Background: an optimization exercise with open tools, aiming at small area and a short achievable clock period. Do not read the settings as production practice.
Only simulation tests tie the RTL to the original design; equivalence was not proved.

===== design/flow/constraint.sdc =====
create_clock -name core_clock -period 19.0 [get_ports {clk}]
set_input_delay 3.8000 -clock core_clock [delete_from_list [all_inputs] [get_ports {clk}]]
set_output_delay 3.8000 -clock core_clock [all_outputs]
set_load 0.01 [all_outputs]

===== design/flow/flow/run.sh =====
#!/bin/bash
# The standard layout (standard synthesis, floorplan, place, CTS, route) with two changes:
# repair_timing is asked for a larger setup slack than 0 (flow/setup_margin.txt) so that it
# keeps shortening the critical path, and the port buffers that every input and output gets
# are sky130_fd_sc_hd__buf_1 (flow/port_buffer.txt) instead of the delay cell buffer_ports
# picks by default; repair_timing then sizes the ones on critical paths.
# Make's full output goes to make_finish.log; each tool's own log is under orfs/logs/.
set -euo pipefail
MARGIN=$(cat flow/setup_margin.txt)
PBUF=$(cat flow/port_buffer.txt)
bash standard.sh SETUP_SLACK_MARGIN=$MARGIN "BUFFER_PORTS_ARGS=-buffer_cell $PBUF" finish > make_finish.log 2>&1

===== design/flow/flow/port_buffer.txt =====
sky130_fd_sc_hd__buf_1

===== design/flow/standard.sh =====
#!/bin/bash
# synth_recipe.tcl (not shown) runs the flow's synth.tcl, then flattens the netlist and writes it again
# the make line also repeats each setting of config.mk as NAME=value (left out here)
make -C /OpenROAD-flow-scripts/flow DESIGN_CONFIG=/design/flow/config.mk WORK_HOME=/design/flow/orfs CLKGATE_MAP_FILE= SYNTH_SCRIPT=/design/flow/synth_recipe.tcl "${@:-finish}"

===== design/flow/config.mk =====
export PLATFORM = sky130hd
export DESIGN_NAME = MAC
export DESIGN_NICKNAME = MAC
export VERILOG_FILES = /design/flow/design.v
export SDC_FILE = /design/flow/constraint.sdc
export NUM_CORES = 4
export LEC_CHECK = 0
export CAP_MARGIN = 20
export CORE_MARGIN = 2
export CORE_UTILIZATION = 55
export SLEW_MARGIN = 20
export SYNTH_HIERARCHICAL = 1
export SYNTH_MINIMUM_KEEP_SIZE = 0

===== design/flow/design.v =====
module NOT16(a, y);
	input [15:0] a;
	output [15:0] y;
	assign y = ~a;
endmodule
module FA(A,B,C,sum, carry);
	input A,B,C;
	output sum,carry;
	assign sum = A^B^C;
	assign carry = (A&B) | (B&C) | (C&A);
endmodule
module HA(A,B,sum, carry);
	input A,B;
	output sum,carry;
	assign sum = A^B;
	assign carry = A&B;
endmodule
module MAC(A,B,out,clk,reset);
	input [15:0] A,B;
	input clk,reset;
	output [35:0] out;
	reg [35:0] acc;
	wire [35:0] nxt;
	always @(posedge clk or posedge reset)
	begin
		if(reset)
			acc <= 36'd0;
		else
			acc <= nxt;
	end
	assign out = acc;
	wire [255:0] pp;
	genvar gi;
	wire [15:0] An0, Bn0;
	NOT16 ina0(A, An0);
	NOT16 inb0(B, Bn0);
	wire [15:0] An1, Bn1;
	NOT16 ina1(A, An1);
	NOT16 inb1(B, Bn1);
	genvar gj;
	generate for (gi = 0; gi < 16; gi = gi + 1) begin : ppg
		for (gj = 0; gj < 16; gj = gj + 1) begin : ppc
			wire an, bn;
			assign an = (gi * 2 / 16 == 0) ? An0[gj] : An1[gj];
			assign bn = (gj * 2 / 16 == 0) ? Bn0[gi] : Bn1[gi];
			assign pp[16*gi+gj] = ~(an | bn);
		end
	end endgenerate
	wire hs1;
	wire hc2;
	wire fs3;
	wire fc4;
	wire hs5;
	wire hc6;
	wire fs7;
	wire fc8;
	wire fs9;
	wire fc10;
	wire hs11;
	wire hc12;
	wire fs13;
	wire fc14;
	wire fs15;
	wire fc16;
	wire fs17;
	wire fc18;
	wire hs19;
	wire hc20;
	wire fs21;
	wire fc22;
	wire fs23;
	wire fc24;
	wire fs25;
	wire fc26;
	wire fs27;
	wire fc28;
	wire hs29;
	wire hc30;
	wire fs31;
	wire fc32;
	wire fs33;
	wire fc34;
	wire fs35;
	wire fc36;
	wire fs37;
	wire fc38;
	wire fs39;
	wire fc40;
	wire hs41;
	wire hc42;
	wire fs43;
	wire fc44;
	wire fs45;
	wire fc46;
	wire fs47;
	wire fc48;
	wire fs49;
	wire fc50;
	wire fs51;
	wire fc52;
	wire fs53;
	wire fc54;
	wire hs55;
	wire hc56;
	wire fs57;
	wire fc58;
	wire fs59;
	wire fc60;
	wire fs61;
	wire fc62;
	wire fs63;
	wire fc64;
	wire fs65;
	wire fc66;
	wire fs67;
	wire fc68;
	wire fs69;
	wire fc70;
	wire hs71;
	wire hc72;
	wire fs73;
	wire fc74;
	wire fs75;
	wire fc76;
	wire fs77;
	wire fc78;
	wire fs79;
	wire fc80;
	wire fs81;
	wire fc82;
	wire fs83;
	wire fc84;
	wire fs85;
	wire fc86;
	wire fs87;
	wire fc88;
	wire hs89;
	wire hc90;
	wire fs91;
	wire fc92;
	wire fs93;
	wire fc94;
	wire fs95;
	wire fc96;
	wire fs97;
	wire fc98;
	wire fs99;
	wire fc100;
	wire fs101;
	wire fc102;
	wire fs103;
	wire fc104;
	wire fs105;
	wire fc106;
	wire fs107;
	wire fc108;
	wire hs109;
	wire hc110;
	wire fs111;
	wire fc112;
	wire fs113;
	wire fc114;
	wire fs115;
	wire fc116;
	wire fs117;
	wire fc118;
	wire fs119;
	wire fc120;
	wire fs121;
	wire fc122;
	wire fs123;
	wire fc124;
	wire fs125;
	wire fc126;
	wire fs127;
	wire fc128;
	wire fs129;
	wire fc130;
	wire hs131;
	wire hc132;
	wire fs133;
	wire fc134;
	wire fs135;
	wire fc136;
	wire fs137;
	wire fc138;
	wire fs139;
	wire fc140;
	wire fs141;
	wire fc142;
	wire fs143;
	wire fc144;
	wire fs145;
	wire fc146;
	wire fs147;
	wire fc148;
	wire fs149;
	wire fc150;
	wire fs151;
	wire fc152;
	wire fs153;
	wire fc154;
	wire hs155;
	wire hc156;
	wire fs157;
	wire fc158;
	wire fs159;
	wire fc160;
	wire fs161;
	wire fc162;
	wire fs163;
	wire fc164;
	wire fs165;
	wire fc166;
	wire fs167;
	wire fc168;
	wire fs169;
	wire fc170;
	wire fs171;
	wire fc172;
	wire fs173;
	wire fc174;
	wire fs175;
	wire fc176;
	wire fs177;
	wire fc178;
	wire fs179;
	wire fc180;
	wire hs181;
	wire hc182;
	wire fs183;
	wire fc184;
	wire fs185;
	wire fc186;
	wire fs187;
	wire fc188;
	wire fs189;
	wire fc190;
	wire fs191;
	wire fc192;
	wire fs193;
	wire fc194;
	wire fs195;
	wire fc196;
	wire fs197;
	wire fc198;
	wire fs199;
	wire fc200;
	wire fs201;
	wire fc202;
	wire fs203;
	wire fc204;
	wire fs205;
	wire fc206;
	wire fs207;
	wire fc208;
	wire hs209;
	wire hc210;
	wire fs211;
	wire fc212;
	wire fs213;
	wire fc214;
	wire fs215;
	wire fc216;
	wire fs217;
	wire fc218;
	wire fs219;
	wire fc220;
	wire fs221;
	wire fc222;
	wire fs223;
	wire fc224;
	wire fs225;
	wire fc226;
	wire fs227;
	wire fc228;
	wire fs229;
	wire fc230;
	wire fs231;
	wire fc232;
	wire fs233;
	wire fc234;
	wire fs235;
	wire fc236;
	wire fs237;
	wire fc238;
	wire hs239;
	wire hc240;
	wire fs241;
	wire fc242;
	wire fs243;
	wire fc244;
	wire fs245;
	wire fc246;
	wire fs247;
	wire fc248;
	wire fs249;
	wire fc250;
	wire fs251;
	wire fc252;
	wire fs253;
	wire fc254;
	wire fs255;
	wire fc256;
	wire fs257;
	wire fc258;
	wire fs259;
	wire fc260;
	wire fs261;
	wire fc262;
	wire fs263;
	wire fc264;
	wire fs265;
	wire fc266;
	wire fs267;
	wire fc268;
	wire hs269;
	wire hc270;
	wire fs271;
	wire fc272;
	wire fs273;
	wire fc274;
	wire fs275;
	wire fc276;
	wire fs277;
	wire fc278;
	wire fs279;
	wire fc280;
	wire fs281;
	wire fc282;
	wire fs283;
	wire fc284;
	wire fs285;
	wire fc286;
	wire fs287;
	wire fc288;
	wire fs289;
	wire fc290;
	wire fs291;
	wire fc292;
	wire fs293;
	wire fc294;
	wire fs295;
	wire fc296;
	wire fs297;
	wire fc298;
	wire fs299;
	wire fc300;
	wire fs301;
	wire fc302;
	wire fs303;
	wire fc304;
	wire fs305;
	wire fc306;
	wire fs307;
	wire fc308;
	wire fs309;
	wire fc310;
	wire fs311;
	wire fc312;
	wire fs313;
	wire fc314;
	wire fs315;
	wire fc316;
	wire fs317;
	wire fc318;
	wire fs319;
	wire fc320;
	wire fs321;
	wire fc322;
	wire fs323;
	wire fc324;
	wire fs325;
	wire fc326;
	wire fs327;
	wire fc328;
	wire fs329;
	wire fc330;
	wire fs331;
	wire fc332;
	wire fs333;
	wire fc334;
	wire fs335;
	wire fc336;
	wire fs337;
	wire fc338;
	wire fs339;
	wire fc340;
	wire fs341;
	wire fc342;
	wire fs343;
	wire fc344;
	wire fs345;
	wire fc346;
	wire fs347;
	wire fc348;
	wire fs349;
	wire fc350;
	wire fs351;
	wire fc352;
	wire fs353;
	wire fc354;
	wire fs355;
	wire fc356;
	wire fs357;
	wire fc358;
	wire fs359;
	wire fc360;
	wire fs361;
	wire fc362;
	wire fs363;
	wire fc364;
	wire fs365;
	wire fc366;
	wire fs367;
	wire fc368;
	wire fs369;
	wire fc370;
	wire fs371;
	wire fc372;
	wire fs373;
	wire fc374;
	wire fs375;
	wire fc376;
	wire fs377;
	wire fc378;
	wire fs379;
	wire fc380;
	wire fs381;
	wire fc382;
	wire fs383;
	wire fc384;
	wire fs385;
	wire fc386;
	wire fs387;
	wire fc388;
	wire fs389;
	wire fc390;
	wire fs391;
	wire fc392;
	wire fs393;
	wire fc394;
	wire fs395;
	wire fc396;
	wire fs397;
	wire fc398;
	wire fs399;
	wire fc400;
	wire fs401;
	wire fc402;
	wire fs403;
	wire fc404;
	wire fs405;
	wire fc406;
	wire fs407;
	wire fc408;
	wire fs409;
	wire fc410;
	wire fs411;
	wire fc412;
	wire fs413;
	wire fc414;
	wire fs415;
	wire fc416;
	wire fs417;
	wire fc418;
	wire fs419;
	wire fc420;
	wire fs421;
	wire fc422;
	wire fs423;
	wire fc424;
	wire fs425;
	wire fc426;
	wire fs427;
	wire fc428;
	wire fs429;
	wire fc430;
	wire fs431;
	wire fc432;
	wire fs433;
	wire fc434;
	wire fs435;
	wire fc436;
	wire fs437;
	wire fc438;
	wire fs439;
	wire fc440;
	wire fs441;
	wire fc442;
	wire fs443;
	wire fc444;
	wire fs445;
	wire fc446;
	wire fs447;
	wire fc448;
	wire fs449;
	wire fc450;
	wire fs451;
	wire fc452;
	wire fs453;
	wire fc454;
	wire fs455;
	wire fc456;
	wire fs457;
	wire fc458;
	wire fs459;
	wire fc460;
	wire fs461;
	wire fc462;
	wire fs463;
	wire fc464;
	wire fs465;
	wire fc466;
	wire fs467;
	wire fc468;
	wire fs469;
	wire fc470;
	wire fs471;
	wire fc472;
	wire fs473;
	wire fc474;
	wire fs475;
	wire fc476;
	wire fs477;
	wire fc478;
	wire fs479;
	wire fc480;
	wire g0_0;
	wire p0_0;
	wire g0_1;
	wire p0_1;
	wire g0_2;
	wire p0_2;
	wire g0_3;
	wire p0_3;
	wire g0_4;
	wire p0_4;
	wire g0_5;
	wire p0_5;
	wire g0_6;
	wire p0_6;
	wire g0_7;
	wire p0_7;
	wire g0_8;
	wire p0_8;
	wire g0_9;
	wire p0_9;
	wire g0_10;
	wire p0_10;
	wire g0_11;
	wire p0_11;
	wire g0_12;
	wire p0_12;
	wire g0_13;
	wire p0_13;
	wire g0_14;
	wire p0_14;
	wire g0_15;
	wire p0_15;
	wire g0_16;
	wire p0_16;
	wire g0_17;
	wire p0_17;
	wire g0_18;
	wire p0_18;
	wire g0_19;
	wire p0_19;
	wire g0_20;
	wire p0_20;
	wire g0_21;
	wire p0_21;
	wire g0_22;
	wire p0_22;
	wire g0_23;
	wire p0_23;
	wire g0_24;
	wire p0_24;
	wire g0_25;
	wire p0_25;
	wire g0_26;
	wire p0_26;
	wire g0_27;
	wire p0_27;
	wire g0_28;
	wire p0_28;
	wire g0_29;
	wire p0_29;
	wire g0_30;
	wire p0_30;
	wire g0_31;
	wire p0_31;
	wire g0_32;
	wire p0_32;
	wire g0_33;
	wire p0_33;
	wire g0_34;
	wire p0_34;
	wire g0_35;
	wire p0_35;
	wire G481;
	wire P481;
	wire G482;
	wire P482;
	wire G483;
	wire P483;
	wire G484;
	wire P484;
	wire G485;
	wire P485;
	wire G486;
	wire P486;
	wire G487;
	wire P487;
	wire G488;
	wire P488;
	wire G489;
	wire P489;
	wire G490;
	wire P490;
	wire G491;
	wire P491;
	wire G492;
	wire P492;
	wire G493;
	wire P493;
	wire G494;
	wire P494;
	wire G495;
	wire P495;
	wire G496;
	wire P496;
	wire G497;
	wire P497;
	wire G498;
	wire P498;
	wire G499;
	wire P499;
	wire G500;
	wire P500;
	wire G501;
	wire P501;
	wire G502;
	wire P502;
	wire G503;
	wire P503;
	wire G504;
	wire P504;
	wire G505;
	wire P505;
	wire G506;
	wire P506;
	wire G507;
	wire P507;
	wire G508;
	wire P508;
	wire G509;
	wire P509;
	wire G510;
	wire P510;
	wire G511;
	wire P511;
	wire G512;
	wire P512;
	wire G513;
	wire P513;
	wire G514;
	wire P514;
	wire G515;
	wire P515;
	wire G516;
	wire P516;
	wire G517;
	wire P517;
	wire G518;
	wire P518;
	wire G519;
	wire P519;
	wire G520;
	wire P520;
	wire G521;
	wire P521;
	wire G522;
	wire P522;
	wire G523;
	wire P523;
	wire G524;
	wire P524;
	wire G525;
	wire P525;
	wire G526;
	wire P526;
	wire G527;
	wire P527;
	wire G528;
	wire P528;
	wire G529;
	wire P529;
	wire G530;
	wire P530;
	wire G531;
	wire P531;
	wire G532;
	wire P532;
	wire G533;
	wire P533;
	wire G534;
	wire P534;
	wire G535;
	wire P535;
	wire G536;
	wire P536;
	wire G537;
	wire P537;
	wire G538;
	wire P538;
	wire G539;
	wire P539;
	wire G540;
	wire P540;
	wire G541;
	wire P541;
	wire G542;
	wire P542;
	wire G543;
	wire P543;
	wire G544;
	wire P544;
	wire G545;
	wire P545;
	wire G546;
	wire P546;
	wire G547;
	wire P547;
	wire G548;
	wire P548;
	wire G549;
	wire P549;
	wire G550;
	wire P550;
	wire G551;
	wire P551;
	wire G552;
	wire P552;
	wire G553;
	wire P553;
	wire G554;
	wire P554;
	HA h2(acc[1], pp[1], hs1, hc2);
	FA f4(acc[2], pp[2], pp[17], fs3, fc4);
	HA h6(pp[32], hc2, hs5, hc6);
	FA f8(acc[3], pp[3], pp[18], fs7, fc8);
	FA f10(pp[33], pp[48], fc4, fs9, fc10);
	HA h12(hc6, fs7, hs11, hc12);
	FA f14(acc[4], pp[4], pp[19], fs13, fc14);
	FA f16(pp[34], pp[49], pp[64], fs15, fc16);
	FA f18(fc8, fs13, fs15, fs17, fc18);
	HA h20(hc12, fc10, hs19, hc20);
	FA f22(acc[5], pp[5], pp[20], fs21, fc22);
	FA f24(pp[35], pp[50], pp[65], fs23, fc24);
	FA f26(pp[80], fc14, fc16, fs25, fc26);
	FA f28(fs21, fs23, fc18, fs27, fc28);
	HA h30(fs25, hc20, hs29, hc30);
	FA f32(acc[6], pp[6], pp[21], fs31, fc32);
	FA f34(pp[36], pp[51], pp[66], fs33, fc34);
	FA f36(pp[81], pp[96], fc22, fs35, fc36);
	FA f38(fc24, fs31, fs33, fs37, fc38);
	FA f40(fc26, fs35, fs37, fs39, fc40);
	HA h42(hc30, fc28, hs41, hc42);
	FA f44(acc[7], pp[7], pp[22], fs43, fc44);
	FA f46(pp[37], pp[52], pp[67], fs45, fc46);
	FA f48(pp[82], pp[97], pp[112], fs47, fc48);
	FA f50(fc32, fc34, fs43, fs49, fc50);
	FA f52(fs45, fs47, fc36, fs51, fc52);
	FA f54(fc38, fs49, fs51, fs53, fc54);
	HA h56(fc40, hc42, hs55, hc56);
	FA f58(acc[8], pp[8], pp[23], fs57, fc58);
	FA f60(pp[38], pp[53], pp[68], fs59, fc60);
	FA f62(pp[83], pp[98], pp[113], fs61, fc62);
	FA f64(pp[128], fc44, fc46, fs63, fc64);
	FA f66(fc48, fs57, fs59, fs65, fc66);
	FA f68(fs61, fc50, fs63, fs67, fc68);
	FA f70(fs65, fc52, fs67, fs69, fc70);
	HA h72(fc54, hc56, hs71, hc72);
	FA f74(acc[9], pp[9], pp[24], fs73, fc74);
	FA f76(pp[39], pp[54], pp[69], fs75, fc76);
	FA f78(pp[84], pp[99], pp[114], fs77, fc78);
	FA f80(pp[129], pp[144], fc58, fs79, fc80);
	FA f82(fc60, fc62, fs73, fs81, fc82);
	FA f84(fs75, fs77, fc64, fs83, fc84);
	FA f86(fc66, fs79, fs81, fs85, fc86);
	FA f88(fc68, fs83, fs85, fs87, fc88);
	HA h90(fc70, hc72, hs89, hc90);
	FA f92(acc[10], pp[10], pp[25], fs91, fc92);
	FA f94(pp[40], pp[55], pp[70], fs93, fc94);
	FA f96(pp[85], pp[100], pp[115], fs95, fc96);
	FA f98(pp[130], pp[145], pp[160], fs97, fc98);
	FA f100(fc74, fc76, fc78, fs99, fc100);
	FA f102(fs91, fs93, fs95, fs101, fc102);
	FA f104(fs97, fc80, fc82, fs103, fc104);
	FA f106(fs99, fs101, fc84, fs105, fc106);
	FA f108(fc86, fs103, fs105, fs107, fc108);
	HA h110(fc88, hc90, hs109, hc110);
	FA f112(acc[11], pp[11], pp[26], fs111, fc112);
	FA f114(pp[41], pp[56], pp[71], fs113, fc114);
	FA f116(pp[86], pp[101], pp[116], fs115, fc116);
	FA f118(pp[131], pp[146], pp[161], fs117, fc118);
	FA f120(pp[176], fc92, fc94, fs119, fc120);
	FA f122(fc96, fc98, fs111, fs121, fc122);
	FA f124(fs113, fs115, fs117, fs123, fc124);
	FA f126(fc100, fc102, fs119, fs125, fc126);
	FA f128(fs121, fs123, fc104, fs127, fc128);
	FA f130(fs125, fc106, fs127, fs129, fc130);
	HA h132(fc108, fs129, hs131, hc132);
	FA f134(acc[12], pp[12], pp[27], fs133, fc134);
	FA f136(pp[42], pp[57], pp[72], fs135, fc136);
	FA f138(pp[87], pp[102], pp[117], fs137, fc138);
	FA f140(pp[132], pp[147], pp[162], fs139, fc140);
	FA f142(pp[177], pp[192], fc112, fs141, fc142);
	FA f144(fc114, fc116, fc118, fs143, fc144);
	FA f146(fs133, fs135, fs137, fs145, fc146);
	FA f148(fs139, fc120, fc122, fs147, fc148);
	FA f150(fc124, fs141, fs143, fs149, fc150);
	FA f152(fs145, fc126, fs147, fs151, fc152);
	FA f154(fs149, fc128, fs151, fs153, fc154);
	HA h156(fc130, fs153, hs155, hc156);
	FA f158(acc[13], pp[13], pp[28], fs157, fc158);
	FA f160(pp[43], pp[58], pp[73], fs159, fc160);
	FA f162(pp[88], pp[103], pp[118], fs161, fc162);
	FA f164(pp[133], pp[148], pp[163], fs163, fc164);
	FA f166(pp[178], pp[193], pp[208], fs165, fc166);
	FA f168(fc134, fc136, fc138, fs167, fc168);
	FA f170(fc140, fs157, fs159, fs169, fc170);
	FA f172(fs161, fs163, fs165, fs171, fc172);
	FA f174(fc142, fc144, fc146, fs173, fc174);
	FA f176(fs167, fs169, fs171, fs175, fc176);
	FA f178(fc148, fc150, fs173, fs177, fc178);
	FA f180(fs175, fc152, fs177, fs179, fc180);
	HA h182(fc154, fs179, hs181, hc182);
	FA f184(acc[14], pp[14], pp[29], fs183, fc184);
	FA f186(pp[44], pp[59], pp[74], fs185, fc186);
	FA f188(pp[89], pp[104], pp[119], fs187, fc188);
	FA f190(pp[134], pp[149], pp[164], fs189, fc190);
	FA f192(pp[179], pp[194], pp[209], fs191, fc192);
	FA f194(pp[224], fc158, fc160, fs193, fc194);
	FA f196(fc162, fc164, fc166, fs195, fc196);
	FA f198(fs183, fs185, fs187, fs197, fc198);
	FA f200(fs189, fs191, fc168, fs199, fc200);
	FA f202(fc170, fc172, fs193, fs201, fc202);
	FA f204(fs195, fs197, fc174, fs203, fc204);
	FA f206(fs199, fc176, fs201, fs205, fc206);
	FA f208(fc178, fs203, fs205, fs207, fc208);
	HA h210(fc180, fs207, hs209, hc210);
	FA f212(acc[15], pp[15], pp[30], fs211, fc212);
	FA f214(pp[45], pp[60], pp[75], fs213, fc214);
	FA f216(pp[90], pp[105], pp[120], fs215, fc216);
	FA f218(pp[135], pp[150], pp[165], fs217, fc218);
	FA f220(pp[180], pp[195], pp[210], fs219, fc220);
	FA f222(pp[225], pp[240], fc184, fs221, fc222);
	FA f224(fc186, fc188, fc190, fs223, fc224);
	FA f226(fc192, fs211, fs213, fs225, fc226);
	FA f228(fs215, fs217, fs219, fs227, fc228);
	FA f230(fc194, fc196, fc198, fs229, fc230);
	FA f232(fs221, fs223, fs225, fs231, fc232);
	FA f234(fs227, fc200, fc202, fs233, fc234);
	FA f236(fs229, fs231, fc204, fs235, fc236);
	FA f238(fc206, fs233, fs235, fs237, fc238);
	HA h240(fc208, hc210, hs239, hc240);
	FA f242(acc[16], pp[31], pp[46], fs241, fc242);
	FA f244(pp[61], pp[76], pp[91], fs243, fc244);
	FA f246(pp[106], pp[121], pp[136], fs245, fc246);
	FA f248(pp[151], pp[166], pp[181], fs247, fc248);
	FA f250(pp[196], pp[211], pp[226], fs249, fc250);
	FA f252(pp[241], fc212, fc214, fs251, fc252);
	FA f254(fc216, fc218, fc220, fs253, fc254);
	FA f256(fs241, fs243, fs245, fs255, fc256);
	FA f258(fs247, fs249, fc222, fs257, fc258);
	FA f260(fc224, fc226, fc228, fs259, fc260);
	FA f262(fs251, fs253, fs255, fs261, fc262);
	FA f264(fc230, fs257, fc232, fs263, fc264);
	FA f266(fs259, fs261, fc234, fs265, fc266);
	FA f268(fs263, fc236, fs265, fs267, fc268);
	HA h270(fc238, fs267, hs269, hc270);
	FA f272(acc[17], pp[47], pp[62], fs271, fc272);
	FA f274(pp[77], pp[92], pp[107], fs273, fc274);
	FA f276(pp[122], pp[137], pp[152], fs275, fc276);
	FA f278(pp[167], pp[182], pp[197], fs277, fc278);
	FA f280(pp[212], pp[227], pp[242], fs279, fc280);
	FA f282(fc242, fc244, fc246, fs281, fc282);
	FA f284(fc248, fc250, fs271, fs283, fc284);
	FA f286(fs273, fs275, fs277, fs285, fc286);
	FA f288(fs279, fc252, fc254, fs287, fc288);
	FA f290(fc256, fs281, fs283, fs289, fc290);
	FA f292(fs285, fc258, fc260, fs291, fc292);
	FA f294(fs287, fc262, fs289, fs293, fc294);
	FA f296(fc264, fs291, fs293, fs295, fc296);
	FA f298(fc266, fs295, fc268, fs297, fc298);
	FA f300(acc[18], pp[63], pp[78], fs299, fc300);
	FA f302(pp[93], pp[108], pp[123], fs301, fc302);
	FA f304(pp[138], pp[153], pp[168], fs303, fc304);
	FA f306(pp[183], pp[198], pp[213], fs305, fc306);
	FA f308(pp[228], pp[243], fc272, fs307, fc308);
	FA f310(fc274, fc276, fc278, fs309, fc310);
	FA f312(fc280, fs299, fs301, fs311, fc312);
	FA f314(fs303, fs305, fc282, fs313, fc314);
	FA f316(fc284, fc286, fs307, fs315, fc316);
	FA f318(fs309, fs311, fc288, fs317, fc318);
	FA f320(fs313, fc290, fs315, fs319, fc320);
	FA f322(fc292, fs317, fc294, fs321, fc322);
	FA f324(fs319, fc296, fs321, fs323, fc324);
	FA f326(acc[19], pp[79], pp[94], fs325, fc326);
	FA f328(pp[109], pp[124], pp[139], fs327, fc328);
	FA f330(pp[154], pp[169], pp[184], fs329, fc330);
	FA f332(pp[199], pp[214], pp[229], fs331, fc332);
	FA f334(pp[244], fc300, fc302, fs333, fc334);
	FA f336(fc304, fc306, fs325, fs335, fc336);
	FA f338(fs327, fs329, fs331, fs337, fc338);
	FA f340(fc308, fc310, fc312, fs339, fc340);
	FA f342(fs333, fs335, fs337, fs341, fc342);
	FA f344(fc314, fc316, fs339, fs343, fc344);
	FA f346(fs341, fc318, fc320, fs345, fc346);
	FA f348(fs343, fc322, fs345, fs347, fc348);
	FA f350(acc[20], pp[95], pp[110], fs349, fc350);
	FA f352(pp[125], pp[140], pp[155], fs351, fc352);
	FA f354(pp[170], pp[185], pp[200], fs353, fc354);
	FA f356(pp[215], pp[230], pp[245], fs355, fc356);
	FA f358(fc326, fc328, fc330, fs357, fc358);
	FA f360(fc332, fs349, fs351, fs359, fc360);
	FA f362(fs353, fs355, fc334, fs361, fc362);
	FA f364(fc336, fc338, fs357, fs363, fc364);
	FA f366(fs359, fc340, fs361, fs365, fc366);
	FA f368(fc342, fs363, fc344, fs367, fc368);
	FA f370(fs365, fc346, fs367, fs369, fc370);
	FA f372(acc[21], pp[111], pp[126], fs371, fc372);
	FA f374(pp[141], pp[156], pp[171], fs373, fc374);
	FA f376(pp[186], pp[201], pp[216], fs375, fc376);
	FA f378(pp[231], pp[246], fc350, fs377, fc378);
	FA f380(fc352, fc354, fc356, fs379, fc380);
	FA f382(fs371, fs373, fs375, fs381, fc382);
	FA f384(fc358, fc360, fs377, fs383, fc384);
	FA f386(fs379, fs381, fc362, fs385, fc386);
	FA f388(fc364, fs383, fc366, fs387, fc388);
	FA f390(fs385, fc368, fs387, fs389, fc390);
	FA f392(acc[22], pp[127], pp[142], fs391, fc392);
	FA f394(pp[157], pp[172], pp[187], fs393, fc394);
	FA f396(pp[202], pp[217], pp[232], fs395, fc396);
	FA f398(pp[247], fc372, fc374, fs397, fc398);
	FA f400(fc376, fs391, fs393, fs399, fc400);
	FA f402(fs395, fc378, fc380, fs401, fc402);
	FA f404(fc382, fs397, fs399, fs403, fc404);
	FA f406(fc384, fs401, fs403, fs405, fc406);
	FA f408(fc386, fs405, fc388, fs407, fc408);
	FA f410(acc[23], pp[143], pp[158], fs409, fc410);
	FA f412(pp[173], pp[188], pp[203], fs411, fc412);
	FA f414(pp[218], pp[233], pp[248], fs413, fc414);
	FA f416(fc392, fc394, fc396, fs415, fc416);
	FA f418(fs409, fs411, fs413, fs417, fc418);
	FA f420(fc398, fc400, fs415, fs419, fc420);
	FA f422(fs417, fc402, fc404, fs421, fc422);
	FA f424(fs419, fc406, fs421, fs423, fc424);
	FA f426(acc[24], pp[159], pp[174], fs425, fc426);
	FA f428(pp[189], pp[204], pp[219], fs427, fc428);
	FA f430(pp[234], pp[249], fc410, fs429, fc430);
	FA f432(fc412, fc414, fs425, fs431, fc432);
	FA f434(fs427, fc416, fc418, fs433, fc434);
	FA f436(fs429, fs431, fc420, fs435, fc436);
	FA f438(fs433, fc422, fs435, fs437, fc438);
	FA f440(acc[25], pp[175], pp[190], fs439, fc440);
	FA f442(pp[205], pp[220], pp[235], fs441, fc442);
	FA f444(pp[250], fc426, fc428, fs443, fc444);
	FA f446(fs439, fs441, fc430, fs445, fc446);
	FA f448(fc432, fs443, fc434, fs447, fc448);
	FA f450(fs445, fc436, fs447, fs449, fc450);
	FA f452(acc[26], pp[191], pp[206], fs451, fc452);
	FA f454(pp[221], pp[236], pp[251], fs453, fc454);
	FA f456(fc440, fc442, fs451, fs455, fc456);
	FA f458(fs453, fc444, fs455, fs457, fc458);
	FA f460(fc446, fs457, fc448, fs459, fc460);
	FA f462(acc[27], pp[207], pp[222], fs461, fc462);
	FA f464(pp[237], pp[252], fc452, fs463, fc464);
	FA f466(fc454, fs461, fc456, fs465, fc466);
	FA f468(fs463, fc458, fs465, fs467, fc468);
	FA f470(acc[28], pp[223], pp[238], fs469, fc470);
	FA f472(pp[253], fc462, fs469, fs471, fc472);
	FA f474(fc464, fs471, fc466, fs473, fc474);
	FA f476(acc[29], pp[239], pp[254], fs475, fc476);
	FA f478(fc470, fs475, fc472, fs477, fc478);
	FA f480(acc[30], pp[255], fc476, fs479, fc480);
	wire [35:0] r0, r1;
	assign r0[0] = acc[0];
	assign r1[0] = pp[0];
	assign r0[1] = pp[16];
	assign r1[1] = hs1;
	assign r0[2] = fs3;
	assign r1[2] = hs5;
	assign r0[3] = hs11;
	assign r1[3] = fs9;
	assign r0[4] = fs17;
	assign r1[4] = hs19;
	assign r0[5] = hs29;
	assign r1[5] = fs27;
	assign r0[6] = fs39;
	assign r1[6] = hs41;
	assign r0[7] = fs53;
	assign r1[7] = hs55;
	assign r0[8] = fs69;
	assign r1[8] = hs71;
	assign r0[9] = fs87;
	assign r1[9] = hs89;
	assign r0[10] = fs107;
	assign r1[10] = hs109;
	assign r0[11] = hc110;
	assign r1[11] = hs131;
	assign r0[12] = hc132;
	assign r1[12] = hs155;
	assign r0[13] = hc156;
	assign r1[13] = hs181;
	assign r0[14] = hc182;
	assign r1[14] = hs209;
	assign r0[15] = fs237;
	assign r1[15] = hs239;
	assign r0[16] = hc240;
	assign r1[16] = hs269;
	assign r0[17] = hc270;
	assign r1[17] = fs297;
	assign r0[18] = fs323;
	assign r1[18] = fc298;
	assign r0[19] = fc324;
	assign r1[19] = fs347;
	assign r0[20] = fc348;
	assign r1[20] = fs369;
	assign r0[21] = fc370;
	assign r1[21] = fs389;
	assign r0[22] = fc390;
	assign r1[22] = fs407;
	assign r0[23] = fs423;
	assign r1[23] = fc408;
	assign r0[24] = fc424;
	assign r1[24] = fs437;
	assign r0[25] = fc438;
	assign r1[25] = fs449;
	assign r0[26] = fc450;
	assign r1[26] = fs459;
	assign r0[27] = fs467;
	assign r1[27] = fc460;
	assign r0[28] = fc468;
	assign r1[28] = fs473;
	assign r0[29] = fs477;
	assign r1[29] = fc474;
	assign r0[30] = fs479;
	assign r1[30] = fc478;
	assign r0[31] = acc[31];
	assign r1[31] = fc480;
	assign r0[32] = acc[32];
	assign r1[32] = 1'b0;
	assign r0[33] = acc[33];
	assign r1[33] = 1'b0;
	assign r0[34] = acc[34];
	assign r1[34] = 1'b0;
	assign r0[35] = acc[35];
	assign r1[35] = 1'b0;
	assign g0_0 = r0[0] & r1[0];
	assign p0_0 = r0[0] ^ r1[0];
	assign g0_1 = r0[1] & r1[1];
	assign p0_1 = r0[1] ^ r1[1];
	assign g0_2 = r0[2] & r1[2];
	assign p0_2 = r0[2] ^ r1[2];
	assign g0_3 = r0[3] & r1[3];
	assign p0_3 = r0[3] ^ r1[3];
	assign g0_4 = r0[4] & r1[4];
	assign p0_4 = r0[4] ^ r1[4];
	assign g0_5 = r0[5] & r1[5];
	assign p0_5 = r0[5] ^ r1[5];
	assign g0_6 = r0[6] & r1[6];
	assign p0_6 = r0[6] ^ r1[6];
	assign g0_7 = r0[7] & r1[7];
	assign p0_7 = r0[7] ^ r1[7];
	assign g0_8 = r0[8] & r1[8];
	assign p0_8 = r0[8] ^ r1[8];
	assign g0_9 = r0[9] & r1[9];
	assign p0_9 = r0[9] ^ r1[9];
	assign g0_10 = r0[10] & r1[10];
	assign p0_10 = r0[10] ^ r1[10];
	assign g0_11 = r0[11] & r1[11];
	assign p0_11 = r0[11] ^ r1[11];
	assign g0_12 = r0[12] & r1[12];
	assign p0_12 = r0[12] ^ r1[12];
	assign g0_13 = r0[13] & r1[13];
	assign p0_13 = r0[13] ^ r1[13];
	assign g0_14 = r0[14] & r1[14];
	assign p0_14 = r0[14] ^ r1[14];
	assign g0_15 = r0[15] & r1[15];
	assign p0_15 = r0[15] ^ r1[15];
	assign g0_16 = r0[16] & r1[16];
	assign p0_16 = r0[16] ^ r1[16];
	assign g0_17 = r0[17] & r1[17];
	assign p0_17 = r0[17] ^ r1[17];
	assign g0_18 = r0[18] & r1[18];
	assign p0_18 = r0[18] ^ r1[18];
	assign g0_19 = r0[19] & r1[19];
	assign p0_19 = r0[19] ^ r1[19];
	assign g0_20 = r0[20] & r1[20];
	assign p0_20 = r0[20] ^ r1[20];
	assign g0_21 = r0[21] & r1[21];
	assign p0_21 = r0[21] ^ r1[21];
	assign g0_22 = r0[22] & r1[22];
	assign p0_22 = r0[22] ^ r1[22];
	assign g0_23 = r0[23] & r1[23];
	assign p0_23 = r0[23] ^ r1[23];
	assign g0_24 = r0[24] & r1[24];
	assign p0_24 = r0[24] ^ r1[24];
	assign g0_25 = r0[25] & r1[25];
	assign p0_25 = r0[25] ^ r1[25];
	assign g0_26 = r0[26] & r1[26];
	assign p0_26 = r0[26] ^ r1[26];
	assign g0_27 = r0[27] & r1[27];
	assign p0_27 = r0[27] ^ r1[27];
	assign g0_28 = r0[28] & r1[28];
	assign p0_28 = r0[28] ^ r1[28];
	assign g0_29 = r0[29] & r1[29];
	assign p0_29 = r0[29] ^ r1[29];
	assign g0_30 = r0[30] & r1[30];
	assign p0_30 = r0[30] ^ r1[30];
	assign g0_31 = r0[31] & r1[31];
	assign p0_31 = r0[31] ^ r1[31];
	assign g0_32 = r0[32] & r1[32];
	assign p0_32 = r0[32] ^ r1[32];
	assign g0_33 = r0[33] & r1[33];
	assign p0_33 = r0[33] ^ r1[33];
	assign g0_34 = r0[34] & r1[34];
	assign p0_34 = r0[34] ^ r1[34];
	assign g0_35 = r0[35] & r1[35];
	assign p0_35 = r0[35] ^ r1[35];
	assign G481 = g0_1 | (p0_1 & g0_0);
	assign P481 = p0_1 & p0_0;
	assign G482 = g0_2 | (p0_2 & G481);
	assign P482 = p0_2 & P481;
	assign G483 = g0_3 | (p0_3 & G482);
	assign P483 = p0_3 & P482;
	assign G484 = g0_4 | (p0_4 & G483);
	assign P484 = p0_4 & P483;
	assign G485 = g0_5 | (p0_5 & G484);
	assign P485 = p0_5 & P484;
	assign G486 = g0_6 | (p0_6 & G485);
	assign P486 = p0_6 & P485;
	assign G487 = g0_7 | (p0_7 & G486);
	assign P487 = p0_7 & P486;
	assign G488 = g0_8 | (p0_8 & G487);
	assign P488 = p0_8 & P487;
	assign G489 = g0_10 | (p0_10 & g0_9);
	assign P489 = p0_10 & p0_9;
	assign G490 = g0_12 | (p0_12 & g0_11);
	assign P490 = p0_12 & p0_11;
	assign G491 = g0_14 | (p0_14 & g0_13);
	assign P491 = p0_14 & p0_13;
	assign G492 = g0_16 | (p0_16 & g0_15);
	assign P492 = p0_16 & p0_15;
	assign G493 = g0_18 | (p0_18 & g0_17);
	assign P493 = p0_18 & p0_17;
	assign G494 = g0_20 | (p0_20 & g0_19);
	assign P494 = p0_20 & p0_19;
	assign G495 = g0_22 | (p0_22 & g0_21);
	assign P495 = p0_22 & p0_21;
	assign G496 = g0_24 | (p0_24 & g0_23);
	assign P496 = p0_24 & p0_23;
	assign G497 = g0_26 | (p0_26 & g0_25);
	assign P497 = p0_26 & p0_25;
	assign G498 = g0_28 | (p0_28 & g0_27);
	assign P498 = p0_28 & p0_27;
	assign G499 = g0_30 | (p0_30 & g0_29);
	assign P499 = p0_30 & p0_29;
	assign G500 = g0_32 | (p0_32 & g0_31);
	assign P500 = p0_32 & p0_31;
	assign G501 = g0_34 | (p0_34 & g0_33);
	assign P501 = p0_34 & p0_33;
	assign G502 = g0_9 | (p0_9 & G488);
	assign P502 = p0_9 & P488;
	assign G503 = G489 | (P489 & G488);
	assign P503 = P489 & P488;
	assign G504 = g0_13 | (p0_13 & G490);
	assign P504 = p0_13 & P490;
	assign G505 = G491 | (P491 & G490);
	assign P505 = P491 & P490;
	assign G506 = g0_17 | (p0_17 & G492);
	assign P506 = p0_17 & P492;
	assign G507 = G493 | (P493 & G492);
	assign P507 = P493 & P492;
	assign G508 = g0_21 | (p0_21 & G494);
	assign P508 = p0_21 & P494;
	assign G509 = G495 | (P495 & G494);
	assign P509 = P495 & P494;
	assign G510 = g0_25 | (p0_25 & G496);
	assign P510 = p0_25 & P496;
	assign G511 = G497 | (P497 & G496);
	assign P511 = P497 & P496;
	assign G512 = g0_29 | (p0_29 & G498);
	assign P512 = p0_29 & P498;
	assign G513 = G499 | (P499 & G498);
	assign P513 = P499 & P498;
	assign G514 = g0_33 | (p0_33 & G500);
	assign P514 = p0_33 & P500;
	assign G515 = G501 | (P501 & G500);
	assign P515 = P501 & P500;
	assign G516 = g0_11 | (p0_11 & G503);
	assign P516 = p0_11 & P503;
	assign G517 = G490 | (P490 & G503);
	assign P517 = P490 & P503;
	assign G518 = G504 | (P504 & G503);
	assign P518 = P504 & P503;
	assign G519 = G505 | (P505 & G503);
	assign P519 = P505 & P503;
	assign G520 = g0_19 | (p0_19 & G507);
	assign P520 = p0_19 & P507;
	assign G521 = G494 | (P494 & G507);
	assign P521 = P494 & P507;
	assign G522 = G508 | (P508 & G507);
	assign P522 = P508 & P507;
	assign G523 = G509 | (P509 & G507);
	assign P523 = P509 & P507;
	assign G524 = g0_27 | (p0_27 & G511);
	assign P524 = p0_27 & P511;
	assign G525 = G498 | (P498 & G511);
	assign P525 = P498 & P511;
	assign G526 = G512 | (P512 & G511);
	assign P526 = P512 & P511;
	assign G527 = G513 | (P513 & G511);
	assign P527 = P513 & P511;
	assign G528 = g0_35 | (p0_35 & G515);
	assign P528 = p0_35 & P515;
	assign G529 = g0_15 | (p0_15 & G519);
	assign P529 = p0_15 & P519;
	assign G530 = G492 | (P492 & G519);
	assign P530 = P492 & P519;
	assign G531 = G506 | (P506 & G519);
	assign P531 = P506 & P519;
	assign G532 = G507 | (P507 & G519);
	assign P532 = P507 & P519;
	assign G533 = G520 | (P520 & G519);
	assign P533 = P520 & P519;
	assign G534 = G521 | (P521 & G519);
	assign P534 = P521 & P519;
	assign G535 = G522 | (P522 & G519);
	assign P535 = P522 & P519;
	assign G536 = G523 | (P523 & G519);
	assign P536 = P523 & P519;
	assign G537 = g0_31 | (p0_31 & G527);
	assign P537 = p0_31 & P527;
	assign G538 = G500 | (P500 & G527);
	assign P538 = P500 & P527;
	assign G539 = G514 | (P514 & G527);
	assign P539 = P514 & P527;
	assign G540 = G515 | (P515 & G527);
	assign P540 = P515 & P527;
	assign G541 = G528 | (P528 & G527);
	assign P541 = P528 & P527;
	assign G542 = g0_23 | (p0_23 & G536);
	assign P542 = p0_23 & P536;
	assign G543 = G496 | (P496 & G536);
	assign P543 = P496 & P536;
	assign G544 = G510 | (P510 & G536);
	assign P544 = P510 & P536;
	assign G545 = G511 | (P511 & G536);
	assign P545 = P511 & P536;
	assign G546 = G524 | (P524 & G536);
	assign P546 = P524 & P536;
	assign G547 = G525 | (P525 & G536);
	assign P547 = P525 & P536;
	assign G548 = G526 | (P526 & G536);
	assign P548 = P526 & P536;
	assign G549 = G527 | (P527 & G536);
	assign P549 = P527 & P536;
	assign G550 = G537 | (P537 & G536);
	assign P550 = P537 & P536;
	assign G551 = G538 | (P538 & G536);
	assign P551 = P538 & P536;
	assign G552 = G539 | (P539 & G536);
	assign P552 = P539 & P536;
	assign G553 = G540 | (P540 & G536);
	assign P553 = P540 & P536;
	assign G554 = G541 | (P541 & G536);
	assign P554 = P541 & P536;
	assign nxt[0] = p0_0;
	assign nxt[1] = p0_1 ^ g0_0;
	assign nxt[2] = p0_2 ^ G481;
	assign nxt[3] = p0_3 ^ G482;
	assign nxt[4] = p0_4 ^ G483;
	assign nxt[5] = p0_5 ^ G484;
	assign nxt[6] = p0_6 ^ G485;
	assign nxt[7] = p0_7 ^ G486;
	assign nxt[8] = p0_8 ^ G487;
	assign nxt[9] = p0_9 ^ G488;
	assign nxt[10] = p0_10 ^ G502;
	assign nxt[11] = p0_11 ^ G503;
	assign nxt[12] = p0_12 ^ G516;
	assign nxt[13] = p0_13 ^ G517;
	assign nxt[14] = p0_14 ^ G518;
	assign nxt[15] = p0_15 ^ G519;
	assign nxt[16] = p0_16 ^ G529;
	assign nxt[17] = p0_17 ^ G530;
	assign nxt[18] = p0_18 ^ G531;
	assign nxt[19] = p0_19 ^ G532;
	assign nxt[20] = p0_20 ^ G533;
	assign nxt[21] = p0_21 ^ G534;
	assign nxt[22] = p0_22 ^ G535;
	assign nxt[23] = p0_23 ^ G536;
	assign nxt[24] = p0_24 ^ G542;
	assign nxt[25] = p0_25 ^ G543;
	assign nxt[26] = p0_26 ^ G544;
	assign nxt[27] = p0_27 ^ G545;
	assign nxt[28] = p0_28 ^ G546;
	assign nxt[29] = p0_29 ^ G547;
	assign nxt[30] = p0_30 ^ G548;
	assign nxt[31] = p0_31 ^ G549;
	assign nxt[32] = p0_32 ^ G550;
	assign nxt[33] = p0_33 ^ G551;
	assign nxt[34] = p0_34 ^ G552;
	assign nxt[35] = p0_35 ^ G553;
endmodule

===== design/flow/flow/setup_margin.txt =====
10

==> results by group, run 1 <==
Critical path
  • Critical path arrival: 9.08 ns
  • Setup slack, reg-to-reg: 13.63 ns
  • Crit Path Class: in2reg
  • RR Startpoint: acc[13]
  • Reg2reg end: acc[23]
  • FF-to-FF path depth: 14
  • Worst-path fanout max: 8
  • Crit end category: flop
  • CP Launch Type: input port
  • Req. time, crit path: 19.20 ns

Synthesis
  • Main synth FF type: dfrtp_1
  • Number of synthesized flops with an enable pin: 0
  • List of most frequent post-synthesis cells: nor2_1, fa_1, inv_1, clkbuf_1, ha_1
  • Synthesis warning total: 7
  • Async set-reset flop share out of synthesis: 1.000
  • Seq cells post-synth: 36
  • Leading area contributor after synthesis: fa_1
  • Synth top area share: 0.5668
  • Synth Net Count: 1,136
  • Most frequent cell after synthesis: nor2_1
  • Area contributors post-synth: fa_1, nor2_1, dfrtp_1
  • Seq/Total Area, Yosys: 0.1081
  • Syn avg cell area: 10.09 sq um
  • Mapped Cells: 826
  • Library cells used by synthesis: 34
  • Cell area after synthesis: 8335 sq um

Layout
  • Final nets: 1,149
  • Layout cell share with drive strength beyond 1: 0.05595
  • Max FFs per register: 36
  • ANT cells: 0
  • Largest Register: acc
  • Largest regs: acc (36)
  • Fin cells: 1,024
  • Layout area overhead: 5.599%
  • Fill cell total of the finished layout: 1,267

Hold path
  • Hold Path Cell Cnt: 1
  • Hold Path Class: reg2reg
  • Hold EP: acc[35]
  • Hold Path Origin: acc[35]

GRT
  • GR Util met1: 0.4013
  • Grt met2 use: 0.4968
  • Antenna violations before repair: 0
  • Pin count of the biggest net entering global routing: 37
  • First-pass GRT wire length: 36,110 microns
  • Vias in the first global route: 6,681
  • Grt met3 use: 0.04983
  • GRT Util Overall: 0.2997
  • Most Used Layer, Global Route: met2
  • GR Overflow Total: 0

Clocking
  • Max clock buf depth: 2
  • CTS Sinks: 36
  • CTS Hold Buffers Added: 0
  • Clk pin slew, worst setup/hold paths: 0.07 ns
  • CTS tree: built
  • Clock Tree Root: clkbuf_16
  • Cts bufs inserted: 5
  • Clock latency on the worst-skew pair: 0.30 ns
  • Htree depth: 2

Timing
  • Final setup fails: 0
  • Setup TNS: 0 ns
  • Slew headroom: 0.6427
  • Fmax: 0.1126 GHz
  • Final min period: 8.883 ns
  • Slew @ Worst Pin: 0.5360 ns
  • RSZ-0062 raised after global routing: no
  • Final Slew Violations: 0
  • Setup Skew: 0.006363 ns
  • Final hold violation count: 0
  • Final period utilization: 0.4675

Drt
  • TritonRoute pass-1 iters: 5
  • Routed wire length per instance: 21.79 microns
  • # DRC: 0
  • Final ANT Viol Nets: 0
  • DRT iter0 DRCs: 461
  • Drt via density: 5.656
  • Post-Route WL: 22,320 microns
  • Total number of vias: 5,792

Die
  • Core ar.: 14,640 sq um
  • Die W: 127.1 microns
  • Starting density of the core: 0.5692
  • Area of the die: 16,160 sq um
  • # rows: 44
  • Ports: 70
  • Die H: 127.1 microns

Placement
  • HPWL Detailed: 18,720 microns
  • RePlAce Congestion: 0.9624
  • Port Buf Inserts: 69
  • Placed insts: 1,012

Run status
  • Status: no timing/DRC/antenna violations

Run
  • MaxCap Viol Count: 0
==> layer usage <==
layer  part of all wire  vias to the layer above
li1                   -                     2457
met1               0.39                     3008
met2               0.50                      270
met3              0.070                       57
met4              0.038                        0
met5                  0                        -
==> metrics by stage <==
stage	setup slack [ns]	area [sq um]	hold WS, ns	util
6_report	10.12	8802	0.4694	0.6011
5_1_grt	9.937	8802	0.5032	0.6011
4_1_cts	10.03	8733	0.4753	0.5964
3_5_place_dp	9.727	8562	0.4655	0.5847
3_3_place_gp	9.795	8562	0.4560	0.5847
2_1_floorplan	10.35	8335	0.4459	-
==> worst max-delay path by stage <==
stage | startpoint | endpoint | slack, ns
after global placement | A[7] | acc[30] | 9.79
after global routing | B[3] | acc[23] | 9.94
after detailed placement | A[7] | acc[30] | 9.73
after CTS | A[7] | acc[30] | 10.03
after floorplan | A[8] | acc[24] | 10.35
final | A[10] | acc[23] | 10.12
==> repair_timing <==
item | 4_1_cts | 5_1_grt
resized for setup | 0 | 26
setup endpoints to repair | 0 | 15
setup buffers | 0 | 4
==> area by class of cell <==
class                   count  area (sq um)  share of cell area
multi-input cells         633          6865              0.7800
inverters                  89         337.8             0.03838
flip-flops and latches     36         900.9              0.1023
well taps                 184         230.2             0.02615
clock buffers               5         125.1             0.01421
repair buffers             74         296.5             0.03369
clock inverters             3         46.29            0.005259
==> kinds of logic (layout without fill, tap and decap cells) <==
| group | count (synthesis) | in the layout | share of synthesized area |
|---|---|---|---|
| xor+xnor | 22 | 22 | 0.02312 |
| compound gates | 40 | 40 | 0.03032 |
| fa+ha+maj | 276 | 276 | 0.6268 |
| flops | 36 | 36 | 0.1081 |
| simple gates | 295 | 295 | 0.1391 |
| buf+inv | 157 | 171 | 0.07250 |
==> critical path, cell delays in order <==
cell and delay, ns:
buf_1 0.14, inv_1 0.19, nor2_1 0.20, fa_1 0.46
fa_1 0.42, fa_1 0.46, fa_1 0.40, fa_1 0.46
fa_1 0.41, fa_1 0.46, ha_1 0.34, nand2_1 0.09
nor3_1 0.27, o21ai_2 0.19, a21o_1 0.25, fa_1 0.50
inv_1 0.04
==> per-module statistics from Yosys (local to each module, per instance) <==
module	times used	area [sq um]	cells
FA	224	20.02	1
MAC	1	3411	522
HA	16	12.51	1
NOT16	4	60.06	16
==> placed cells by master (no fill, tap or decap), types with 3 or more instances in the layout <==
cell type | Yosys | final
nor2_1 | 267 | 265
fa_1 | 236 | 236
inv_1 | 89 | 72
buf_1 | 0 | 69
ha_1 | 40 | 40
dfrtp_1 | 36 | 36
inv_2 | 0 | 16
xnor2_1 | 14 | 14
a21oi_1 | 17 | 13
nand2_1 | 12 | 12
xor2_1 | 8 | 8
nand2b_1 | 6 | 6
clkbuf_16 | 0 | 5
buf_4 | 4 | 5
a21oi_2 | 0 | 4
a21o_1 | 3 | 3
nor3_1 | 3 | 3
o21ai_2 | 2 | 3
==> inputs of run 2 (changes only) <==
==> design/flow/flow/setup_margin.txt (replaced) <==
10.3
--- a/design/flow/config.mk
+++ b/design/flow/config.mk
@@ -7,7 +7,7 @@
 export LEC_CHECK = 0
 export CAP_MARGIN = 20
 export CORE_MARGIN = 2
-export CORE_UTILIZATION = 55
+export CORE_UTILIZATION = 65
 export SLEW_MARGIN = 20
 export SYNTH_HIERARCHICAL = 1
 export SYNTH_MINIMUM_KEEP_SIZE = 0
==> run 2 against run 1 <==
Sequential share of layout area is 0.27 points lower. Register-to-register slack better by 0.24 ns. Core utilization is 12 points higher. Worst hold slack better by 0.0027 ns. Critical path type unchanged. Largest cell class unchanged. Highest routed layer unchanged.
==> results by group, run 2 <==
Drt
  • Total number of vias: 6,005
  • TritonRoute pass-1 iters: 6
  • Post-Route WL: 21,880 microns
  • DRT iter0 DRCs: 363
  • Drt via density: 5.847
  • Final ANT Viol Nets: 0
  • # DRC: 0
  • Routed wire length per instance: 21.30 microns

Timing
  • PnR worst setup slack: 10.39 ns
  • Final setup fails: 0
  • RSZ-0062 raised after global routing: yes
  • Final period utilization: 0.4531
  • Final hold violation count: 0
  • Final min period: 8.610 ns
  • Slew headroom: 0.6274
  • Slew @ Worst Pin: 0.5546 ns
  • Setup TNS: 0 ns
  • Setup Skew: 0.009277 ns
  • Fmax: 0.1162 GHz
  • Final Slew Violations: 0

Synthesis
  • Mapped Cells: 826
  • Leading area contributor after synthesis: fa_1
  • Seq/Total Area, Yosys: 0.1081
  • Number of synthesized flops with an enable pin: 0
  • Syn avg cell area: 10.09 sq um
  • Library cells used by synthesis: 34
  • Synth Net Count: 1,136
  • Most frequent cell after synthesis: nor2_1
  • Synth top area share: 0.5668
  • Async set-reset flop share out of synthesis: 1.000
  • List of most frequent post-synthesis cells: nor2_1, fa_1, inv_1, clkbuf_1, ha_1
  • Main synth FF type: dfrtp_1
  • Seq cells post-synth: 36
  • Area contributors post-synth: fa_1, nor2_1, dfrtp_1
  • Cell area after synthesis: 8335 sq um
  • Synthesis warning total: 7

Clocking
  • CTS tree: built
  • Max clock buf depth: 2
  • Clock Tree Root: clkbuf_16
  • CTS Hold Buffers Added: 0
  • Clk pin slew, worst setup/hold paths: 0.07 ns
  • Clock latency on the worst-skew pair: 0.30 ns
  • CTS Sinks: 36
  • Htree depth: 2
  • Cts bufs inserted: 5

Layout
  • Largest Register: acc
  • Most frequent cells in the layout: nor2_1, fa_1, buf_1
  • Max FFs per register: 36
  • Sequential cell area: 900.9 sq um
  • Layout cell share with drive strength beyond 1: 0.1450
  • Layout area overhead: 8.466%
  • Commonest non-fill, non-tap cell in the layout: nor2_1
  • ANT cells: 0
  • Area of the multi-input gates: 7005 sq um
  • Largest regs: acc (36)
  • Final nets: 1,164
  • Fill cell total of the finished layout: 971

Die
  • Die H: 117.2 microns
  • Core ar.: 12,570 sq um
  • Starting density of the core: 0.6632
  • Ports: 70
  • Die W: 117.2 microns
  • Area of the die: 13,750 sq um
  • # rows: 41

GRT
  • GRT Util Overall: 0.3387
  • First-pass GRT wire length: 33,600 microns
  • Vias in the first global route: 6,432
  • GR Overflow Total: 0
  • Pin count of the biggest net entering global routing: 37
  • Most Used Layer, Global Route: met2
  • Grt met3 use: 0.05098
  • Antenna violations before repair: 0
  • Grt met2 use: 0.5674
  • GR Util met1: 0.4315

Run
  • MaxCap Viol Count: 0

Run status
  • Status: no timing/DRC/antenna violations

Critical path
  • Req. time, crit path: 19.19 ns
  • Critical path arrival: 8.80 ns
  • Crit Path Class: in2reg
  • Worst-path fanout max: 8
  • CP Launch Type: input port
  • Crit end category: flop

Placement
  • Dpl ws: 9.715 ns
  • Port Buf Inserts: 69
  • HPWL Detailed: 18,200 microns
  • RePlAce Congestion: 0.9713

Hold path
  • Hold Path Class: reg2reg
==> run 2: changes by cell type in the layout (fill, tap and decap cells not counted), sizes merged <==
cell      change
bufinv        -1
clkinvlp      +1
inv           -2
clkbuf        +7
buf           +8
clkinv        +2
==> run 2: final timing paths <==
| kind | end | slack [ns] | cells past startpoint | from |
|---|---|---|---|---|
| max | acc[23] | 10.39 | 17 | A[9] |
| min | acc[35] | 0.47 | 1 | acc[35] |
| max reg2reg | acc[23] | 13.87 | 14 | acc[13] |
| max in group asynchronous | acc[17] | 15.03 | 3 | reset |
| min in group asynchronous | acc[25] | 3.61 | 3 | reset |
| min reg2reg | acc[35] | 0.47 | 1 | acc[35] |
==> run 2: cell families (layout without fill, tap and decap cells) <==
kind of cell,after synthesis,after routing,share of synthesized area
compound gates,40,40,0.03032
flops,36,36,0.1081
fa+ha+maj,276,276,0.6268
simple gates,295,295,0.1391
xor+xnor,22,22,0.02312
buf+inv,157,186,0.07250
==> run 2: worst max-delay path, stage by stage <==
cell and delay [ns]:
buf_1 0.16, inv_2 0.12, buf_4 0.15, nor2_1 0.17, fa_1 0.46, fa_1 0.40
fa_1 0.59, fa_1 0.45, fa_1 0.52, fa_1 0.46, ha_4 0.30, nand2_2 0.10
nor3_4 0.18, o21ai_4 0.14, a21o_1 0.24, fa_1 0.49, inv_1 0.04
==> run 2: Yosys stat by module, one instance, submodules excluded <==
module / flip-flops and latches / cells inside / area [sq um]
FA: 0 / 1 / 20.02
HA: 0 / 1 / 12.51
MAC: 36 / 522 / 3411
NOT16: 0 / 16 / 60.06
==> run 2: layout make-up <==
class,instances,share of cell area
clock inverter,3,0.002629
clock buffer,5,0.01384
multi-input combinational,633,0.7748
inverter,89,0.03903
tap,172,0.02380
sequential,36,0.09964
timing repair buffer,89,0.04622
==> run 2: stage by stage <==
step	cells	hold slack [ns]	utilization	cell area [sq um]
after floorplan	826	0.4459	-	8335
after global placement	1000	0.4587	0.6800	8547
after detailed placement	1000	0.4605	0.6800	8547
after CTS	1008	0.4740	0.6948	8732
after global routing	1027	0.4795	0.7194	9041
final	1027	0.4720	0.7194	9041
==> run 2: repair_timing <==
action,CTS,global route
cloned,0,0
resized for setup,19,78
pin swaps,2,4
setup buffers,0,19
setup endpoints to repair,16,19
==> run 2: per-layer routing <==
layer | wire length [microns] | share of wire
met2 | 11290 | 0.52
met4 | 1099 | 0.050
met3 | 1197 | 0.055
met5 | 0 | 0
met1 | 8291 | 0.38
==> inputs of run 3 (changes only) <==
==> design/flow/flow/setup_margin.txt (replaced) <==
10
--- a/design/flow/config.mk
+++ b/design/flow/config.mk
@@ -8,6 +8,7 @@
 export CAP_MARGIN = 20
 export CORE_MARGIN = 2
 export CORE_UTILIZATION = 65
+export CTS_BUF_LIST = sky130_fd_sc_hd__clkbuf_2 sky130_fd_sc_hd__clkbuf_4 sky130_fd_sc_hd__clkbuf_8
 export SLEW_MARGIN = 20
 export SYNTH_HIERARCHICAL = 1
 export SYNTH_MINIMUM_KEEP_SIZE = 0
==> run 3 against run 2 <==
First-iteration DRC count grew 14%. Synthesized area is the same. Sequential share of layout area grew 0.44 points. Die area is the same.
==> results by group, run 3 <==
Run status
  • Status: no timing/DRC/antenna violations

Drt
  • Total number of vias: 5,848
  • Post-Route WL: 21,610 microns
  • Routed wire length per instance: 21.44 microns
  • TritonRoute pass-1 iters: 5
  • Drt via density: 5.802
  • # DRC: 0
  • DRT iter0 DRCs: 413
  • Final ANT Viol Nets: 0

Critical path
  • Critical path arrival: 9.04 ns
  • Worst-path cell chain: buf_1 > inv_1 > nor2_1 > fa_1 > fa_1 > fa_1 > fa_1 > fa_1 > fa_1 > fa_1 > ha_1 > nand2_1 > o21ai_2 > a21oi_1 > o22a_1 > o21ai_2 > nand3_2 > xnor2_1
  • Largest stage delay, worst path: 0.51 ns
  • CP max stage cell: fa_1
  • Crit Path Class: in2reg
  • Setup slack, reg-to-reg: 13.69 ns
  • Cell family with most CP delay: adder cells
  • Reg2reg end: acc[35]
  • RR Startpoint: acc[13]
  • Worst-path fanout max: 8
  • Req. time, crit path: 19.20 ns
  • Crit end category: flop
  • Critical path buffers and inverters: 2
  • Most frequent CP cell: fa_1
  • CP Launch Type: input port
  • FF-to-FF path depth: 15

Layout
  • Final instance area: 8656 sq um
  • Layout area overhead: 3.843%
  • Fill cell total of the finished layout: 1,014
  • Largest regs: acc (36)
  • Final nets: 1,145
  • Layout cell share with drive strength beyond 1: 0.02512
  • Commonest non-fill, non-tap cell in the layout: nor2_1
  • Largest Register: acc
  • Max FFs per register: 36
  • ANT cells: 0
  • Most frequent cells in the layout: nor2_1, fa_1, inv_1

Clocking
  • Max clock buf depth: 2
  • Clock Tree Root: clkbuf_8
  • CTS Sinks: 36
  • Clock latency on the worst-skew pair: 0.32 ns
  • CTS Hold Buffers Added: 0
  • CTS tree: built
  • Cts bufs inserted: 5
  • Clk pin slew, worst setup/hold paths: 0.09 ns
  • Htree depth: 2

Synthesis
  • Mapped Cells: 826
  • Syn avg cell area: 10.09 sq um
  • Main synth FF type: dfrtp_1
  • Synth Net Count: 1,136
  • Area contributors post-synth: fa_1, nor2_1, dfrtp_1
  • Most frequent cell after synthesis: nor2_1
  • Synth top area share: 0.5668
  • Async set-reset flop share out of synthesis: 1.000
  • Library cells used by synthesis: 34
  • Cell area after synthesis: 8335 sq um
  • Seq/Total Area, Yosys: 0.1081
  • List of most frequent post-synthesis cells: nor2_1, fa_1, inv_1, clkbuf_1, ha_1
  • Number of synthesized flops with an enable pin: 0
  • Synthesis warning total: 7
  • Seq cells post-synth: 36
  • Leading area contributor after synthesis: fa_1

Placement
  • Post-DP Area: 8547 sq um
  • Port Buf Inserts: 69
  • RePlAce Congestion: 0.9713
  • HPWL Detailed: 18,200 microns

GRT
  • First-pass GRT wire length: 33,840 microns
  • GRT Util Overall: 0.3403
  • Antenna violations before repair: 0
  • GR Overflow Total: 0
  • Pin count of the biggest net entering global routing: 37
  • Vias in the first global route: 6,441

Timing
  • Final setup fails: 0
  • Final min period: 8.837 ns
  • Setup TNS: 0 ns
  • Fmax: 0.1132 GHz
  • Final period utilization: 0.4651
  • Final Slew Violations: 0
  • Slew @ Worst Pin: 0.5386 ns
  • Setup Skew: 0.01339 ns
  • Slew headroom: 0.6409
  • RSZ-0062 raised after global routing: yes
  • Final hold violation count: 0

Hold path
  • Hold EP: acc[35]
  • Hold Path Origin: acc[35]
  • Hold Path Class: reg2reg
  • Hold Path Cell Cnt: 1

Run
  • MaxCap Viol Count: 0

Die
  • Die H: 117.2 microns
  • Core ar.: 12,570 sq um
  • Ports: 70
  • Area of the die: 13,750 sq um
  • Starting density of the core: 0.6632
  • # rows: 41
  • Die W: 117.2 microns
[run 3: per-layer routing]
layer  GRT usage  wire length, microns
met1      0.4358                  8057
met2      0.5716                 11260
met3     0.05046                  1322
met4      0.1710                   974
met5           0                     0
[run 3: final cells by class]
cell class | instances | area [sq um] | area share
Multi-Input combinational cell | 633 | 6847 | 0.7910
Inverter | 89 | 334.1 | 0.03859
Tap cell | 172 | 215.2 | 0.02486
Clock buffer | 5 | 68.82 | 0.007950
Sequential cell | 36 | 900.9 | 0.1041
Timing Repair Buffer | 70 | 266.5 | 0.03079
Clock inverter | 3 | 23.77 | 0.002746
[run 3: kinds of logic after synthesis]
| kind of cell | Yosys count | share of synthesized area |
|---|---|---|
| adder cells (fa/ha/maj) | 276 | 0.6268 |
| flip-flops | 36 | 0.1081 |
| AND/OR/NAND/NOR | 295 | 0.1391 |
| XOR/XNOR | 22 | 0.02312 |
| buffers and inverters | 157 | 0.07250 |
| AO/OA/AOI/OAI | 40 | 0.03032 |
[run 3: timing repair]
item	CTS	global route
gates resized for setup	0	4
setup endpoints to repair	0	11
hold endpoints to repair	0	0
setup buffers	0	0
[run 3: how the worst max path moves through the flow]
stage | from | endpoint | slack, ns | cells after the start
2_1_floorplan | A[8] | acc[24] | 10.35 | 17
3_3_place_gp | A[8] | acc[35] | 9.78 | 18
3_5_place_dp | A[8] | acc[35] | 9.72 | 18
4_1_cts | A[8] | acc[35] | 10.05 | 18
5_1_grt | B[0] | acc[22] | 9.99 | 17
6_report | B[5] | acc[35] | 10.16 | 18
[run 3: per-module statistics from Yosys, one instance, submodules excluded]
module	copies in the design	cells	area [sq um]	flip-flops and latches
FA	224	1	20.02	0
NOT16	4	16	60.06	0
MAC	1	522	3411	36
HA	16	1	12.51	0
[run 3: per-stage QoR]
| stage | setup WS (ns) | hold WS, ns | utilization | std cells |
|---|---|---|---|---|
| finish | 10.16 | 0.4706 | 0.6887 | 1008 |
| CTS | 10.05 | 0.4779 | 0.6874 | 1008 |
| floorplan | 10.35 | 0.4459 | - | 826 |
| global placement | 9.779 | 0.4587 | 0.6800 | 1000 |
| detailed placement | 9.715 | 0.4605 | 0.6800 | 1000 |
| global route | 9.994 | 0.4842 | 0.6887 | 1008 |

[static timing again, ports no longer ideal]
In the flow no input, the clock included, has a driving cell. The finished layouts below were timed again as built, in two steps.
Step 1 (the two cells are an assumption about what drives the block):
set clk [get_ports {clk}]
set_driving_cell -lib_cell sky130_fd_sc_hd__clkbuf_16 $clk
set_driving_cell -lib_cell sky130_fd_sc_hd__buf_2 [delete_from_list [all_inputs] $clk]
Step 2 times the ports against the registers' clock, not the clock port: input delays grow and output delays shrink by t, the midpoint of the rising clock arrivals with the driver on.
Slacks: no drivers / after step 1 / after step 2; pairs: no drivers / after step 1.
| run | t, ns | slack for setup (ns) | cell pins on the clock port's net |
|---|---|---|---|
| run 1 | 0.344 | 10.117 / 10.135 / 9.791 | 1 |
| run 2 | 0.334 | 10.391 / 10.399 / 10.066 | 1 |
| run 3 | 0.352 | 10.163 / 10.181 / 9.829 | 1 |
After both steps every run listed still meets setup and hold. For run 3, which loses most, drivers alone change the setup slack by +0.018 ns; drivers and shift together by -0.334 ns.
